Source: an optimization exercise on an open RTL-to-GDS flow (aim: a short achievable clock period and few clock cycles per item). Production flows keep margins and buffers that such runs may drop. RTL that was checked went through simulation tests only; none was proved equivalent to the original. No functional check of the RTL was part of runs 2 and 3. No activity file was given, so power comes from the tool's default toggle rates.

==> design/flow/config.mk <==
export PLATFORM = sky130hd
export DESIGN_NAME = core
export DESIGN_NICKNAME = core
export VERILOG_FILES = /design/flow/design.v
export SDC_FILE = /design/flow/constraint.sdc
export NUM_CORES = 4
export LEC_CHECK = 0
export CAP_MARGIN = 20
export CORE_MARGIN = 2
export CORE_UTILIZATION = 40
export PLACE_DENSITY = 0.6
export SLEW_MARGIN = 20
==> design/flow/constraint.sdc <==
create_clock -name core_clock -period 10.0 [get_ports {clk}]
set_input_delay 2.0000 -clock core_clock [delete_from_list [all_inputs] [get_ports {clk}]]
set_output_delay 2.0000 -clock core_clock [all_outputs]
set_load 0.01 [all_outputs]
==> design/flow/design.v <==
typedef enum logic[6:0]
{
    LUI = 7'b0110111,
    AUIPC = 7'b0010111,
    JAL = 7'b1101111,
    JALR = 7'b1100111,
    BRANCH = 7'b1100011 
} opcode_t;
typedef struct packed 
{
    logic [24:0]    body;
    opcode_t        opcode;
} any_type_instr_t;
typedef struct packed 
{
    logic [19:0]    imm;
    logic [4:0]     rd;
    opcode_t        opcode;
} u_type_instr_t;
typedef struct packed 
{
    logic [11:0]    imm;
    logic [4:0]     rs1;
    logic [2:0]     funct3;
    logic [4:0]     rd;
    opcode_t        opcode;
} i_type_instr_t;
typedef struct packed
{   
    logic [6:0]     imm_pt2;
    logic [4:0]     rs2;
    logic [4:0]     rs1;
    logic [2:0]     funct3;
    logic [4:0]     imm_pt1;
    opcode_t        opcode;
} b_type_instr_t;
typedef union packed
{
    logic [31:0]        word;
    any_type_instr_t    any;
    u_type_instr_t      utype;
    i_type_instr_t      itype;
    b_type_instr_t      btype;
} instr_t;
typedef struct packed
{
    logic       pc_in_sel;
    logic [1:0] rd_in_sel;
    logic [2:0] alu_sel;
    logic       rs1_sel;
    logic       rs2_sel;
    logic       regfile_we;
} decoder_ctl_signals_t;
typedef enum logic [2:0]
{
    ADD = 0,
    SUB = 1,
    XOR = 2,
    OR  = 3,
    AND = 4,
    LSR = 5,
    LSL = 6
} alu_op_t;
typedef struct packed 
{
    logic zero;
    logic sign;
    logic overflow;
} alu_flags_t;
typedef enum logic [2:0]
{
    BEQ = 3'b000,
    BNE = 3'b001,
    BLT = 3'b100,
    BGE = 3'b101,
    BLTU = 3'b110,
    BGEU = 3'b111
} branch_t;
typedef struct packed
{
    logic alu_ce;
    logic gp_regfile_we;
    logic fetch_en;
    logic memory_ce;
    logic gp_regfile_ce;
    logic instrdec_ce;
    logic pc_inc;
    logic branch_taken;
} main_ctl_signals;
module main_ctl 
(
    input clk,
    input ce,
    input reset,
    input instr_t instr,
    input alu_flags_t alu_flags,
    output main_ctl_signals ctl_signals
);
    typedef enum reg[2:0] {RESET, FETCH, DECODE, EXECUTE, WRITEBACK} state_t;
    state_t state, next_state;
    always @ (posedge clk)
    begin
        if (reset)
        begin
            state <= RESET;
        end 
        else if (ce)
        begin
            state <= next_state;
        end 
    end
    logic branch_taken;
    assign branch_taken = (instr.any.opcode == BRANCH) && ( 
       ( (instr.btype.funct3 == BEQ) && alu_flags.zero )    ||
       ( (instr.btype.funct3 == BNE) && !alu_flags.zero )   ||
       ( (instr.btype.funct3 == BLT) && alu_flags.sign )    ||
       ( (instr.btype.funct3 == BGE) && !alu_flags.sign) 
    );
    assign ctl_signals.branch_taken = branch_taken;     
    always @ (state, instr)
    begin
        case (state)
            RESET: next_state = FETCH;
            FETCH: next_state = DECODE; 
            DECODE: next_state = EXECUTE;
            EXECUTE: next_state = (instr.any.opcode == LUI) ? FETCH : WRITEBACK;
            WRITEBACK: next_state = FETCH;
            default: next_state = RESET;
        endcase
    end
    assign ctl_signals.memory_ce     = (state == WRITEBACK || state == FETCH) ? 1 : 0;
    assign ctl_signals.gp_regfile_ce = (state == DECODE || state == EXECUTE  || state == WRITEBACK) ? 1 : 0;
    assign ctl_signals.instrdec_ce   = (state == DECODE) ? 1 : 0;
    assign ctl_signals.pc_inc        = (state == EXECUTE && 
                                        instr.any.opcode != JAL &&
                                        instr.any.opcode != JALR &&
                                        instr.any.opcode != BRANCH ) ||
                                        (state == WRITEBACK && (
                                        instr.any.opcode == JAL || 
                                        instr.any.opcode == JALR ||
                                        instr.any.opcode == BRANCH)
                                        ) ? 1 : 0;
    assign ctl_signals.fetch_en      = (state == FETCH) ? 1 : 0;
    assign ctl_signals.gp_regfile_we = (state == WRITEBACK && instr.any.opcode == AUIPC) ||
                                       (state == EXECUTE && (
                                            instr.any.opcode == JAL ||
                                            instr.any.opcode == JALR 
                                        )) ? 1 : 0;
    assign ctl_signals.alu_ce        = (state == EXECUTE && instr.any.opcode != LUI ) ? 1 : 0;
endmodule
module instr_decoder
(
    input clk,
    input ce,
    input instr_t instr,
    output decoder_ctl_signals_t ctl_signals,
    output [4:0] rd_idx,
    output [4:0] rs1_idx,
    output [4:0] rs2_idx,
    output [31:0] rd_in
);
    assign ctl_signals.regfile_we = (instr.any.opcode == LUI) ? 1 : 0;
    assign rs1_idx = (instr.any.opcode == JALR ||
                      instr.any.opcode == BRANCH) ? instr.itype.rs1 : 5'b0;
    assign rs2_idx = (instr.any.opcode == BRANCH) ? instr.btype.rs2 : 5'b0;
    assign rd_idx = (
            instr.any.opcode == LUI
        ||  instr.any.opcode == AUIPC
        ||  instr.any.opcode == JAL
        ||  instr.any.opcode == JALR
    ) ? instr.utype.rd : 5'b0; 
    wire signed [31:0] jimm;
    assign jimm[20] = instr.utype.imm[19];
    assign jimm[10:1] = instr.utype.imm[18:9];
    assign jimm[0] = 0;
    assign jimm[11] = instr.utype.imm[8];
    assign jimm[19:12] = instr.utype.imm[7:0];
    assign jimm[31:21] = (instr.utype.imm[19]) ? 11'h7FF : 11'b0;
    wire signed [31:0] iimm;
    assign iimm[11:0] = instr.itype.imm;
    assign iimm[31:12] = (instr.itype.imm[11]) ? 20'hFFFFF : 20'b0;
    wire signed [31:0] bimm;
    assign bimm[31:12] = (instr.btype.imm_pt2[6]) ? 20'hFFFFF : 20'b0;
    assign bimm[10:5] = instr.btype.imm_pt2[5:0];
    assign bimm[4:1] = instr.btype.imm_pt1[4:1];
    assign bimm[0] = 0;
    assign bimm[11] = instr.btype.imm_pt1[0];
    assign rd_in = 
        (instr.any.opcode == LUI || instr.any.opcode == AUIPC) ? { instr.utype.imm, 12'b0 } :
        (instr.any.opcode == JAL) ? jimm :
        (instr.any.opcode == JALR) ? iimm : 
        (instr.any.opcode == BRANCH) ? bimm :
        32'b0;    
    assign ctl_signals.rs1_sel = (instr.any.opcode == AUIPC || instr.any.opcode == JAL) ? 0 : 1;
    assign ctl_signals.rs2_sel = (instr.any.opcode == AUIPC || instr.any.opcode == JAL || instr.any.opcode == JALR) ? 0 : 1;
    assign ctl_signals.rd_in_sel  = (instr.any.opcode == AUIPC) ? 2'b10 : 
                                    (instr.any.opcode == JAL || instr.any.opcode == JALR) ? 2'b00 : 2'b01;
    assign ctl_signals.alu_sel = (instr.any.opcode == AUIPC) ? ADD :
                                 (instr.any.opcode == BRANCH ) ? SUB : 0;
    assign ctl_signals.pc_in_sel = (instr.any.opcode == JAL || instr.any.opcode == JALR) ? 0 : 1; 
endmodule
module alu
(
    input clk,
    input ce,
    input alu_op_t op_sel,
    input [31:0] operand1,
    input [31:0] operand2,
    output reg [31:0] result,
    output alu_flags_t flags
);
    reg overflow;
    always @ (posedge clk)
    begin
            if (ce)
            begin
                overflow <= 0;
                case (op_sel)
                    ADD: {overflow, result} <= operand1 + operand2;
                    SUB: {overflow, result} <= operand1 - operand2;
                    XOR: result <= operand1 ^ operand2;
                    OR: result <= operand1 | operand2;
                    AND: result <= operand1 & operand2;
                    LSR: result <= operand1 >> operand2;
                    LSL: result <= operand1 << operand2;
                    default: result <= 32'b0;
                endcase
            end 
    end
    assign flags.zero = result == 32'b0;
    assign flags.sign = result[31];
    assign flags.overflow = overflow;
endmodule 
module register_file #(
    parameter REGISTER_WIDTH = 32,
    NREGS = 32
)
(
    input clk,
    input ce,
    input [4:0] rd_idx,
    input [REGISTER_WIDTH-1:0] data_in,
    input write_en,
    input [4:0] rs1_idx,
    input [4:0] rs2_idx,
    output reg [REGISTER_WIDTH-1:0] rs1,
    output reg [REGISTER_WIDTH-1:0] rs2
);
    reg [REGISTER_WIDTH-1:0] regs[NREGS-1:1];
    always @ (posedge clk)
    begin
        if (ce)
        begin
            if (write_en && rd_idx != 5'b0)
            begin
                regs[rd_idx] <= data_in;
            end
            rs1 <= (rs1_idx == 5'b0) ? {REGISTER_WIDTH{1'b0}} : regs[rs1_idx];
            rs2 <= (rs2_idx == 5'b0) ? {REGISTER_WIDTH{1'b0}} : regs[rs2_idx];
        end 
    end
endmodule
module core
(
    input clk,
    input ce,
    input reset,
    input [31:0] memout,
    output [31:0] memaddr,
    output memrd
);
    reg [31:0] pc;  
    reg [31:0] ir;  
    main_ctl_signals mctl_signals;
    decoder_ctl_signals_t dctl_signals;
    wire [4:0] rd_idx;
    wire [4:0] rs1_idx;
    wire [4:0] rs2_idx;
    wire [31:0] rs1;
    wire [31:0] rs2;
    wire [31:0] rd_in;
    wire [31:0] imm;
    wire [31:0] alu_lhs;
    wire [31:0] alu_rhs;
    wire [31:0] alu_result;
    alu_flags_t alu_flags; 
    assign memaddr = pc;
    assign memrd = mctl_signals.fetch_en;
    always @ (posedge clk)
    begin
        if (ce)
        begin
            if (mctl_signals.pc_inc)
            begin
                if (dctl_signals.pc_in_sel)
                begin
                    if (mctl_signals.branch_taken)
                    begin
                        pc <= pc + imm;
                    end
                    else
                    begin
                        pc <= pc + 4;
                    end
                end 
                else
                    pc <= {alu_result[31:1], 1'b0};
            end
            if (mctl_signals.fetch_en)
            begin
                ir <= memout;
            end
        end
        if (reset)
        begin   
                pc <= 32'b0;
                ir <= 32'b0;
        end
    end  
    main_ctl mctl(
        .clk(clk),
        .ce(ce),
        .reset(reset),
        .instr(ir),
        .ctl_signals(mctl_signals),
        .alu_flags(alu_flags)
    );
    instr_decoder id(
        .clk(clk),
        .ce(mctl_signals.instrdec_ce),
        .instr(ir),
        .ctl_signals(dctl_signals),
        .rd_idx(rd_idx),
        .rs1_idx(rs1_idx),
        .rs2_idx(rs2_idx),
        .rd_in(imm)
    ); 
    register_file gp_regfile(
        .clk(clk),
        .ce(ce & mctl_signals.gp_regfile_ce),
        .rd_idx(rd_idx),
        .data_in(rd_in),
        .write_en(dctl_signals.regfile_we | mctl_signals.gp_regfile_we),
        .rs1_idx(rs1_idx),
        .rs2_idx(rs2_idx),
        .rs1(rs1),
        .rs2(rs2)
    );
    alu main_alu(
        .clk(clk),
        .ce(ce & mctl_signals.alu_ce),
        .op_sel(dctl_signals.alu_sel),
        .operand1(alu_lhs),
        .operand2(alu_rhs),
        .result(alu_result),
        .flags(alu_flags)
    );
    assign alu_lhs = dctl_signals.rs1_sel ? rs1 : pc;
    assign alu_rhs = dctl_signals.rs2_sel ? rs2 : imm;
    assign rd_in =  dctl_signals.rd_in_sel == 2'b01  ? imm : 
                    dctl_signals.rd_in_sel == 2'b10  ? alu_result :
                                                       pc + 4; 
endmodule
==> design/flow/run.sh <==
#!/bin/bash
# synth_recipe.tcl (not shown) runs the flow's synth.tcl, then flattens the netlist and writes it again
# the make line also repeats each setting of config.mk as NAME=value (left out here)
make -C /OpenROAD-flow-scripts/flow DESIGN_CONFIG=/design/flow/config.mk WORK_HOME=/design/flow/orfs CLKGATE_MAP_FILE= SYNTH_SCRIPT=/design/flow/synth_recipe.tcl finish
==> results.toml, run 1 <==
[place]
preCtsSetupSlack_ns = 3.70
place.gp.congestion = 0.913
placed_area_um2 = 62100
dp_hpwl_um = 123000
portBuffers = 67

[drt]
postRouteAntennaNets = 0
drtIter0Drc = 6247
drc_errors = 0
drt_first_pass_iters = 8
via_count = 45900
detail_route.wl_per_cell_um = 29.4
vias_per_cell = 6.52
totalWireLength_um = 207000

[clock_network]
numCtsBuffers = 121
hold_buffers = 0
htreeDepth = 3
insertion_delay_ns = 0.75
cts_tree = "done"
root_buffer = "clkbuf_16"
cts.clk_slew.worst_paths_ns = 0.06
clk_path_buf_depth = 3
cts_setup_buffers = 0
cts_resized = 0
cts.sinks = 1155

[floorplanning]
fp.dieArea_um2 = 150000
coreArea_um2 = 146000
fp.dieW_um = 387
num_rows = 140
fp.dieH_um = 387
io_pins = 68
start_util_pct = 40.3

[logic_synthesis]
ys_seq_area_share_pct = 57.9
synth_cell_types = 79
synth-seq-cells = 1155
synthTopCellsByArea = "edfxtp_1, nand2_1, mux4_2"
yosysMostFrequentCell = "edfxtp_1"
synthArstFlopShare_pct = 0
yosysTopAreaCell = "edfxtp_1"
yosys_warnings = 4
syn_inst = 5086
ys.flop_type = "edfxtp_1"
synth_edf_count = 1088
synth_area_um2 = 58800
synth_top_area_share_pct = 55.6
avgSynthCellArea_um2 = 11.6
synth_common_cells = "edfxtp_1, nand2_1, nor2_1, a21oi_1, clkbuf_1"

[final_layout]
final_nets = 5111
fin_area_um2 = 66300
area_growth_syn_to_layout_pct = 12.8
finish.utilization_pct = 45.5
drive_gt1_share_pct = 11.8

[grt]
grt_pass1_wl_um = 299000
grt_max_degree = 146
gr-total-overflow = 0
grt_antenna_before_repair = 6
grt_pass1_vias = 43800
grtUsageTotal_pct = 26.8

[pwr]
p_per_area_nw_per_um2 = 155
ir_drop_v = 0.000137
leakage_nw = 20.7

[setup_path]
cp-end-kind = "flip-flop"
ff2ff_setup_slack_ns = 3.61
r2r_start = "ir[2]"
start_kind = "flip-flop"
slowest_stage = "buf_4"
ff2ff_path_depth = 20
path_cells = "inv_1, nor3_4, buf_4, a22oi_1, ha_1, o311a_1, o2111ai_1, a21o_1, o31ai_1, xor2_1, ha_1, o21ai_0, o21bai_1, a21o_1, a21o_1, o21ai_0, nor4b_1, o21ai_0, o41ai_1, xnor2_1"
slowest_delay_ns = 0.78
crit_fanout = 54
worstPathRequired_ns = 10.49
crit_type = "flip-flop to flip-flop"
critPathCapture = "main_alu.result[28]"
crit_start = "ir[2]"
r2r_end = "main_alu.result[28]"
arrival_ns = 6.88

[timing]
hold_violations = 0
clock_skew_ns = 0.0279
finalSetupViolCount = 0
max_slew_margin_pct = 15.6
tns_ns = 0
rsz0062_at_grt = "false"
clock.fmax_ghz = 0.156
finalCritPeriodShare_pct = 63.9
worstMarginPinSlew_ns = 1.25
layout_min_cycle_time_ns = 6.39
drv_slew = 0
postLayoutSetupSlackWorst_ns = 3.61

[flow_run]
max_cap_viol_count = 0

[worst_hold_path]
hold_class = "flip-flop to flip-flop"

[status]
status = "finished clean"
==> final cells by class <==
| type | instances | area (µm²) |
|---|---|---|
| inverter | 43 | 163 |
| timing repair buffer | 203 | 1790 |
| clock inverter | 77 | 945 |
| antenna | 3 | 7.51 |
| sequential | 1155 | 34000 |
| multi-input combinational | 3486 | 23800 |
| clock buffer | 151 | 3230 |
| fill | 13200 | 79400 |
| tap | 1917 | 2400 |
==> cells by family (layout without fill, tap and decap cells) <==
kind of cell | count (synthesis) | after routing | share of synthesized area (%)
simple gates | 1613 | 1613 | 12.0
buf+inv | 445 | 474 | 2.98
compound gates | 1354 | 1354 | 15.4
fa+ha+maj | 66 | 66 | 1.43
flops | 1155 | 1155 | 57.9
other cells | 0 | 3 | 0
mux | 343 | 343 | 8.65
xor+xnor | 110 | 110 | 1.64
==> metrics by stage <==
stage          power, mW  std cells  hold slack (ns)
2_1_floorplan       5.48       5086            0.458
3_3_place_gp        5.55       6803            0.490
3_5_place_dp        5.55       6804            0.500
4_1_cts             10.3       7032            0.511
5_1_grt             10.5       7032            0.531
6_report            10.2       7035            0.509
==> layout by cell type, fill, tap and decap left out, types with 42 or more instances in the layout <==
cell	instances
a211oi_1	186
a21oi_1	306
a221oi_1	52
a311oi_1	46
a31oi_1	84
and3_1	46
buf_4	127
clkbuf_16	123
clkdlybuf4s50_1	66
dfxtp_1	64
edfxtp_1	1088
ha_1	64
inv_1	42
mux2_2	42
mux2i_1	173
mux4_2	128
nand2_1	779
nand3_1	168
nor2_1	297
nor2b_1	99
nor3_1	69
o21ai_0	178
o221ai_1	143
o22ai_1	163
xnor2_1	64
xor2_1	46
==> critical path: cells and delay by family, from the launching register on <==
| kind | cells | cell delay [ns] |
|---|---|---|
| simple gates | 2 | 1.01 |
| compound gates | 12 | 2.40 |
| flops | 1 | 0.69 |
| buf+inv | 2 | 1.04 |
| fa+ha+maj | 2 | 0.66 |
| xor+xnor | 2 | 0.32 |
==> how the worst min path moves through the flow <==
stage | start | end | cells past startpoint
CTS | ir[1] | ir[1] | 2
finish | ir[0] | ir[0] | 2
global route | ir[6] | ir[6] | 2
detailed placement | ir[0] | ir[0] | 2
global placement | ir[1] | ir[1] | 2
floorplan | ir[19] | ir[19] | 2
==> power breakdown <==
part / switching [mW] / internal, mW
registers: 0.0282 / 5.23
clock network: 1.95 / 2.85
logic: 0.120 / 0.0744
total: 2.10 / 8.15
==> routing by layer <==
metal  wire [µm]  vias up  global-route usage, %
met2       92900     2950                   41.7
met5          54        -                      0
li1            -    19600                      -
met4        7630        8                   9.66
met1       82300    22800                   36.8
met3       24100      503                   5.94
==> flip-flops by register name, summed over array words and instances, names as in the netlist <==
register and cells:
gp_regfile.rs1 32, gp_regfile.rs2 32, main_alu.result 32, mctl.state 3, pc 32, ir 32, gp_regfile.regs 992
Testbench counts, summed over its fixed seeds: cycles 122,637, fetches 32,768.
==> run 2, diff against run 1 <==
==> design/flow/design.v (replaced) <==
typedef enum logic[6:0]
{
    LUI = 7'b0110111,
    AUIPC = 7'b0010111,
    JAL = 7'b1101111,
    JALR = 7'b1100111,
    BRANCH = 7'b1100011 
} opcode_t;
typedef struct packed 
{
    logic [24:0]    body;
    opcode_t        opcode;
} any_type_instr_t;
typedef struct packed 
{
    logic [19:0]    imm;
    logic [4:0]     rd;
    opcode_t        opcode;
} u_type_instr_t;
typedef struct packed 
{
    logic [11:0]    imm;
    logic [4:0]     rs1;
    logic [2:0]     funct3;
    logic [4:0]     rd;
    opcode_t        opcode;
} i_type_instr_t;
typedef struct packed
{   
    logic [6:0]     imm_pt2;
    logic [4:0]     rs2;
    logic [4:0]     rs1;
    logic [2:0]     funct3;
    logic [4:0]     imm_pt1;
    opcode_t        opcode;
} b_type_instr_t;
typedef union packed
{
    logic [31:0]        word;
    any_type_instr_t    any;
    u_type_instr_t      utype;
    i_type_instr_t      itype;
    b_type_instr_t      btype;
} instr_t;
typedef struct packed
{
    logic       pc_in_sel;
    logic [1:0] rd_in_sel;
    logic [2:0] alu_sel;
    logic       rs1_sel;
    logic       rs2_sel;
    logic       regfile_we;
} decoder_ctl_signals_t;
typedef enum logic [2:0]
{
    ADD = 0,
    SUB = 1,
    XOR = 2,
    OR  = 3,
    AND = 4,
    LSR = 5,
    LSL = 6
} alu_op_t;
typedef struct packed 
{
    logic zero;
    logic sign;
    logic overflow;
} alu_flags_t;
typedef enum logic [2:0]
{
    BEQ = 3'b000,
    BNE = 3'b001,
    BLT = 3'b100,
    BGE = 3'b101,
    BLTU = 3'b110,
    BGEU = 3'b111
} branch_t;
module core
(
    input clk,
    input ce,
    input reset,
    input [31:0] memout,
    output [31:0] memaddr,
    output memrd
);
    reg [31:0] pc;
    reg run;
    reg [31:0] regs [1:31];
    wire [6:0] op  = memout[6:0];
    wire [4:0] rd  = memout[11:7];
    wire [2:0] f3  = memout[14:12];
    wire [4:0] rs1 = memout[19:15];
    wire [4:0] rs2 = memout[24:20];
    wire is_lui   = op == 7'b0110111;
    wire is_auipc = op == 7'b0010111;
    wire is_jal   = op == 7'b1101111;
    wire is_jalr  = op == 7'b1100111;
    wire is_br    = op == 7'b1100011;
    wire [31:0] uimm = {memout[31:12], 12'b0};
    wire [31:0] iimm = {{20{memout[31]}}, memout[31:20]};
    wire [31:0] jimm = {{12{memout[31]}}, memout[19:12], memout[20], memout[30:21], 1'b0};
    wire [31:0] bimm = {{20{memout[31]}}, memout[7], memout[30:25], memout[11:8], 1'b0};
    wire [31:0] a = (rs1 == 5'd0) ? 32'd0 : regs[rs1];
    wire [31:0] b = (rs2 == 5'd0) ? 32'd0 : regs[rs2];
    wire [31:0] pc4   = pc + 32'd4;
    wire [31:0] jal_t = pc + jimm;
    wire [31:0] br_t  = pc + bimm;
    wire [31:0] jalr_t = a + iimm;
    wire [31:0] diff = a - b;
    wire eq = a == b;
    reg taken;
    always @*
    begin
        case (f3)
            3'b000: taken = eq;
            3'b001: taken = !eq;
            3'b100: taken = diff[31];
            3'b101: taken = !diff[31];
            default: taken = 1'b0;
        endcase
    end
    wire [31:0] npc = is_jalr ? {jalr_t[31:1], 1'b0} :
                      is_jal  ? {jal_t[31:1], 1'b0} :
                      (is_br && taken) ? br_t : pc4;
    wire we = is_lui | is_auipc | is_jal | is_jalr;
    wire [31:0] wdata = is_lui   ? uimm :
                        is_auipc ? pc + uimm : pc4;
    assign memaddr = pc;
    assign memrd = run;
    always @ (posedge clk)
    begin
        if (reset)
        begin
            pc <= 32'd0;
            run <= 1'b1;
        end
        else if (ce)
        begin
            pc <= npc;
            if (we && rd != 5'd0)
                regs[rd] <= wdata;
        end
    end
endmodule
==> results.toml, run 2 <==
[setup_path]
path_cells = "buf_8, buf_12, mux2_2, a21oi_1, o21ai_0, o22ai_1, nor3b_1, o21ai_0, ha_1, nand4_1, nor3_1, nand2_1, nor4b_2, nand4_1, o211ai_2, xor2_1, a21oi_2, mux2i_2, mux2_1, o21ai_1, o31ai_1"
worstPathRequired_ns = 10.61
slowest_delay_ns = 0.92
crit_type = "primary input to flip-flop"
crit_fanout = 52
cp_top_family = "compound AO/OA/AOI/OAI gates"
cp-end-kind = "flip-flop"
slowest_stage = "mux2i_2"
arrival_ns = 8.52
start_kind = "primary input"
crit_buf_inv = 2

[logic_synthesis]
yosysTopAreaCell = "edfxtp_1"
ys_seq_area_share_pct = 55.3
synth_edf_count = 992
yosysMostFrequentCell = "edfxtp_1"
avgSynthCellArea_um2 = 14.3
synth_common_cells = "edfxtp_1, mux2i_1, mux4_2, a21oi_1, nor2_1"
synth_top_area_share_pct = 54.1
syn_inst = 3855
ys.flop_type = "edfxtp_1"
yosys_warnings = 1
synth-seq-cells = 1023
synthTopCellsByArea = "edfxtp_1, mux4_2, mux2i_1"
synth_cell_types = 95
synth_area_um2 = 55000
synthArstFlopShare_pct = 0

[timing]
holdWs_ns = 0.608
finalSetupViolCount = 0
layout_min_cycle_time_ns = 7.90
rsz0062_at_grt = "false"
max_slew_margin_pct = 11.2
clock.fmax_ghz = 0.127
worstMarginPinSlew_ns = 1.33
hold_violations = 0
drv_slew = 0
finalCritPeriodShare_pct = 79.0
tns_ns = 0
clock_skew_ns = 0.0414

[floorplanning]
fp.dieW_um = 375
fp.dieH_um = 375
num_rows = 136
coreArea_um2 = 137000
fp.dieArea_um2 = 141000
start_util_pct = 40.2
io_pins = 68

[final_layout]
instances_no_fill = 5815
largest_reg_flops = 992
area_growth_syn_to_layout_pct = 12.9
largest_register = "regs"
fillers = 11900
final_nets = 4076
final_common_cell = "edfxtp_1"
drive_gt1_share_pct = 19.9
final_cell_mix = "edfxtp_1, mux2i_1, mux4_2, a21oi_1, nor2_1"
reg_top3 = "regs (992), pc (31)"

[clock_network]
numCtsBuffers = 105
cts_setup_buffers = 0
hold_buffers = 0
insertion_delay_ns = 0.74
cts.clk_slew.worst_paths_ns = 0.07
cts_tree = "done"
cts.sinks = 1023
clk_path_buf_depth = 3
htreeDepth = 3
root_buffer = "clkbuf_16"
cts_resized = 0

[drt]
totalWireLength_um = 192000
detail_route.wl_per_cell_um = 33.0
drt_first_pass_iters = 6
vias_per_cell = 6.58
postRouteAntennaNets = 0
via_count = 38300
drc_errors = 0
drtIter0Drc = 5229

[grt]
grt_pass1_wl_um = 271000
grt_pass1_vias = 36800
met2_usage_pct = 42.0
grt_antenna_before_repair = 6
gr-total-overflow = 0
grtUsageTotal_pct = 26.8
grt.busiest_layer = "met2"
use_met3_pct = 4.68
gr-usage-met1_pct = 36.5
grt_max_degree = 110

[pwr]
p_per_area_nw_per_um2 = 162
leakage_nw = 21.1
ir_drop_v = 0.000120

[place]
place.gp.congestion = 0.919
dp_hpwl_um = 117000
place_inst = 5621
portBuffers = 65

[worst_hold_path]
hold_class = "flip-flop to flip-flop"

[flow_run]
max_cap_viol_count = 0

[status]
status = "finished clean"
run 2: cell count changes in the layout (fill, tap and decap cells not counted), moves of 108 or more:
cell / before / now
mux2i_1: 173 / 356
nand3_1: 168 / 41
mux4_2: 128 / 341
a211oi_1: 186 / 78
nand2_1: 779 / 151
run 2: worst paths after layout:
check,to,depth (start not counted),from,slack (ns)
setup / recovery,pc[28],21,memout[20],2.10
hold / removal,pc[10],2,pc[10],0.61
setup reg to reg,pc[28],19,regs[18][25],4.21
hold reg to reg,pc[10],2,pc[10],0.61
run 2: kinds of logic after synthesis:
family	share of synthesized area, %
mux	21.4
fa+ha+maj	2.68
simple gates	5.62
flops	55.3
other cells	0.0136
buf+inv	2.50
xor+xnor	2.02
compound gates	10.6
run 2: per-layer routing:
metal	up-vias	wire length, µm
li1	15800	-
met1	19700	75100
met2	2336	87600
met3	466	19400
met4	0	9480
met5	-	0
run 2: where the power goes:
group / leakage (nW) / switching [mW] / internal (mW)
Clock: 1.74 / 1.77 / 2.36
Sequential: 9.34 / 0.0130 / 4.69
Combinational: 10.0 / 0.771 / 0.460
Total: 21.1 / 2.56 / 7.50
run 2: per-stage QoR:
stage,total power [mW],utilization [%],cell area [µm²],setup slack [ns]
floorplan,5.58,-,55200,1.93
global placement,5.99,42.7,58500,1.56
detailed placement,5.99,42.7,58600,1.52
CTS,10.1,45.4,62200,2.31
global route,10.3,45.4,62200,1.99
finish,10.1,45.4,62200,2.10
run 2: area by class of cell:
cell class              count  area, µm²  area share [%]
clock buffers             119       2680            4.31
clock inverters            74        925            1.49
well taps                1794       2240            3.61
flip-flops and latches   1023      30400            48.9
repair buffers            216       1950            3.14
multi-input cells        2550      23800            38.3
diodes                      1       2.50         0.00403
inverters                  38        145           0.233
run 2: tightest hold or removal path, cell delays in order (launching register included):
cell      delay (ns)
dfxtp_1         0.39
nor2_1          0.12
a211oi_1        0.05
==> run 3, diff against run 2 <==
--- a/design/flow/config.mk
+++ b/design/flow/config.mk
@@ -7,2 +7,3 @@
 export LEC_CHECK = 0
+export ABC_CLOCK_PERIOD_IN_PS = 4000
 export CAP_MARGIN = 20
@@ -11,2 +12,4 @@
 export PLACE_DENSITY = 0.6
+export SETUP_SLACK_MARGIN = 5
 export SLEW_MARGIN = 20
+export TNS_END_PERCENT = 100
==> results.toml, run 3 <==
[place]
dp_hpwl_um = 116000
portBuffers = 65
preCtsSetupSlack_ns = 1.44
place_inst = 5622
placed_area_um2 = 58700
place.gp.congestion = 0.906

[logic_synthesis]
ys.flop_type = "edfxtp_1"
synth_area_um2 = 55000
synth_cell_types = 95
synthXorXnorAreaFrac_pct = 2.02
synthTopCellsByArea = "edfxtp_1, mux4_2, mux2i_1"
ys_seq_area_share_pct = 55.3
synth_top_area_share_pct = 54.1
synth_edf_count = 992
synth-seq-cells = 1023
avgSynthCellArea_um2 = 14.3
yosysMostFrequentCell = "edfxtp_1"
synth-simple-area-share_pct = 5.62
synth_top_family_by_area = "multiplexers"
synthAdderAreaFrac_pct = 2.68
synth-compound-area-share_pct = 10.6
synthMuxAreaShare_pct = 21.4
synthArstFlopShare_pct = 0
syn_inst = 3855
yosysTopAreaCell = "edfxtp_1"
yosys_warnings = 1
synth_common_cells = "edfxtp_1, mux2i_1, mux4_2, a21oi_1, nor2_1"

[setup_path]
slowest_stage = "buf_4"
start_kind = "primary input"
ff2ff_path_depth = 20
crit_fanout = 19
slowest_delay_ns = 0.46
path_common_cell = "buf_4"
path_cells = "buf_4, inv_4, buf_6, buf_4, a211oi_1, o21ai_0, ha_1, a21o_1, maj3_1, a221oi_4, o211ai_2, xor2_2, a21oi_4, mux2i_4, buf_4, buf_12, mux2i_2, a211oi_1, a221o_1"
arrival_ns = 6.94
ff2ff_setup_slack_ns = 4.96
worstPathRequired_ns = 10.65
crit_buf_inv = 6
cp-end-kind = "flip-flop"
r2r_start = "regs[11][25]"
r2r_end = "pc[16]"
crit_type = "primary input to flip-flop"
cp_top_family = "compound AO/OA/AOI/OAI gates"

[drt]
vias_per_cell = 6.65
detail_route.wl_per_cell_um = 35.0
totalWireLength_um = 211000
drc_errors = 0
postRouteAntennaNets = 0
drt_first_pass_iters = 6
drtIter0Drc = 5887
via_count = 40000

[final_layout]
instances_no_fill = 6011
finish.utilization_pct = 48.7
reg_top3 = "regs (992), pc (31)"
final_common_cell = "edfxtp_1"
fin_area_um2 = 66700
largest_reg_flops = 992
drive_gt1_share_pct = 27.3
largest_register = "regs"
final_cell_mix = "edfxtp_1, mux2i_1, mux4_2, a21oi_1, nor2_1"
final_nets = 4265
area_growth_syn_to_layout_pct = 21.2

[timing]
postLayoutSetupSlackWorst_ns = 3.70
clock_skew_ns = 0.0606
tns_ns = 0
worstMarginPinSlew_ns = 1.54
max_slew_margin_pct = -3.12
clock.fmax_ghz = 0.159
drv_slew = 4
holdWs_ns = 0.589
finalSetupViolCount = 0
rsz0062_at_grt = "true"
finalCritPeriodShare_pct = 63.0
layout_min_cycle_time_ns = 6.30
hold_violations = 0

[grt]
grt_max_degree = 55
grt_pass1_vias = 38300
grtUsageTotal_pct = 29.1
gr-total-overflow = 0
grt_antenna_before_repair = 3
grt_pass1_wl_um = 290000

[worst_hold_path]
whs_endpoint = "pc[20]"
min-delay-start = "pc[20]"
hold_depth = 2
hold_class = "flip-flop to flip-flop"

[clock_network]
htreeDepth = 3
insertion_delay_ns = 0.76
cts_tree = "done"
root_buffer = "clkbuf_16"
numCtsBuffers = 107
cts.sinks = 1023
clk_path_buf_depth = 3
cts.clk_slew.worst_paths_ns = 0.06

[pwr]
p_per_area_nw_per_um2 = 153
p_seq_share_pct = 45.9
p_comb_share_pct = 14.5
p_int_mw = 7.56
leakage_nw = 22.9
ir_drop_v = 0.000137
power.switching_fraction_pct = 26.1
p_switching_mw = 2.67
finalPower_mw = 10.2
clkPwrFrac_pct = 39.6

[floorplanning]
coreArea_um2 = 137000
fp.dieArea_um2 = 141000
fp.dieH_um = 375
start_util_pct = 40.2
num_rows = 136
io_pins = 68
fp.dieW_um = 375

[status]
check.faults = "capacitance limit, slew limit"
status = "failed layout checks"

[flow_run]
max_cap_viol_count = 1
[run 3: worst min-delay path, delay by kind of cell (launching register included)]
kind / cells / cell delay, ns
DFF: 1 / 0.40
and+or+nand+nor: 1 / 0.09
AOI/OAI and AO/OA: 1 / 0.06
[run 3: how the worst max path moves through the flow]
| stage | slack (ns) | to | start | cells past startpoint |
|---|---|---|---|---|
| 4_1_cts | 3.82 | pc[8] | memout[15] | 23 |
| 2_1_floorplan | 2.99 | pc[8] | memout[15] | 27 |
| 3_5_place_dp | 1.44 | pc[7] | memout[16] | 20 |
| 5_1_grt | 3.58 | pc[23] | memout[22] | 24 |
| 6_report | 3.70 | pc[16] | memout[22] | 19 |
| 3_3_place_gp | 1.43 | pc[7] | memout[16] | 20 |
[run 3: logic make-up after synthesis]
logic type / after synthesis
xor gates and xnor gates: 127
other: 2
AOI/OAI and AO/OA: 887
muxes: 742
DFF: 1023
and+or+nand+nor: 643
adders and majority gates: 118
buffers and inverters: 313
[run 3: cell type report]
cell class	instances	area, µm²
Antenna cell	3	7.51
Clock inverter	76	749
Sequential cell	1023	30400
Clock buffer	124	2760
Fill cell	11500	70300
Multi-Input combinational cell	2558	25000
Timing Repair Buffer	395	5330
Inverter	38	161
Tap cell	1794	2240
[run 3: power groups by stage]
| stage | logic, mW | registers (mW) | clock network [mW] |
|---|---|---|---|
| after global placement | 1.20 | 4.79 | 0 |
| final | 1.48 | 4.70 | 4.05 |
| after CTS | 1.38 | 4.70 | 4.08 |
| after floorplan | 0.819 | 4.79 | 0 |
| after detailed placement | 1.20 | 4.79 | 0 |
| after global routing | 1.54 | 4.70 | 4.23 |
[run 3: repair_timing]
item	in CTS	in global routing
resized for setup	313	128
endpoints found under the setup margin	1362	1052
buffers inserted	95	45
cloned	39	7
pin swaps	68	59
endpoints found under the hold margin	0	0
hold buffers	0	0
[run 3: routing by layer]
metal | up-vias | wire [µm] | GRT usage, %
li1 | 16200 | - | -
met1 | 20500 | 78700 | 38.4
met2 | 2667 | 95700 | 45.5
met3 | 578 | 23900 | 5.79
met4 | 2 | 12200 | 15.1
met5 | - | 13 | 0

-- afterwards: timing with drivers on the ports --
The flow's constraints put no driver on any port. The routed layouts listed below were extracted and timed again, unchanged, in two steps. Step 1: set_driving_cell puts a clkbuf_16 on clk and a buf_2 on each other input, an assumption about the parent block. Step 2 times the ports against the registers' clock, not the clock port: input delays grow and output delays shrink by t, the midpoint of the rising clock arrivals with the driver on. Slacks: ideal / step 1 / step 2; pairs: ideal / step 1.
| run | t, ns | setup WS [ns] | latest minus earliest clock arrival (ns) |
|---|---|---|---|
| run 1 | 0.812 | 3.605 / 3.605 / 3.605 | 0.035 / 0.035 |
| run 2 | 0.796 | 2.097 / 2.119 / 1.322 | 0.053 / 0.053 |
| run 3 | 0.803 | 3.704 / 3.394 / 2.591 | 0.069 / 0.070 |
The setup slack of run 3, which loses most, moves by -0.310 ns with the drivers and by -1.113 ns with both steps.
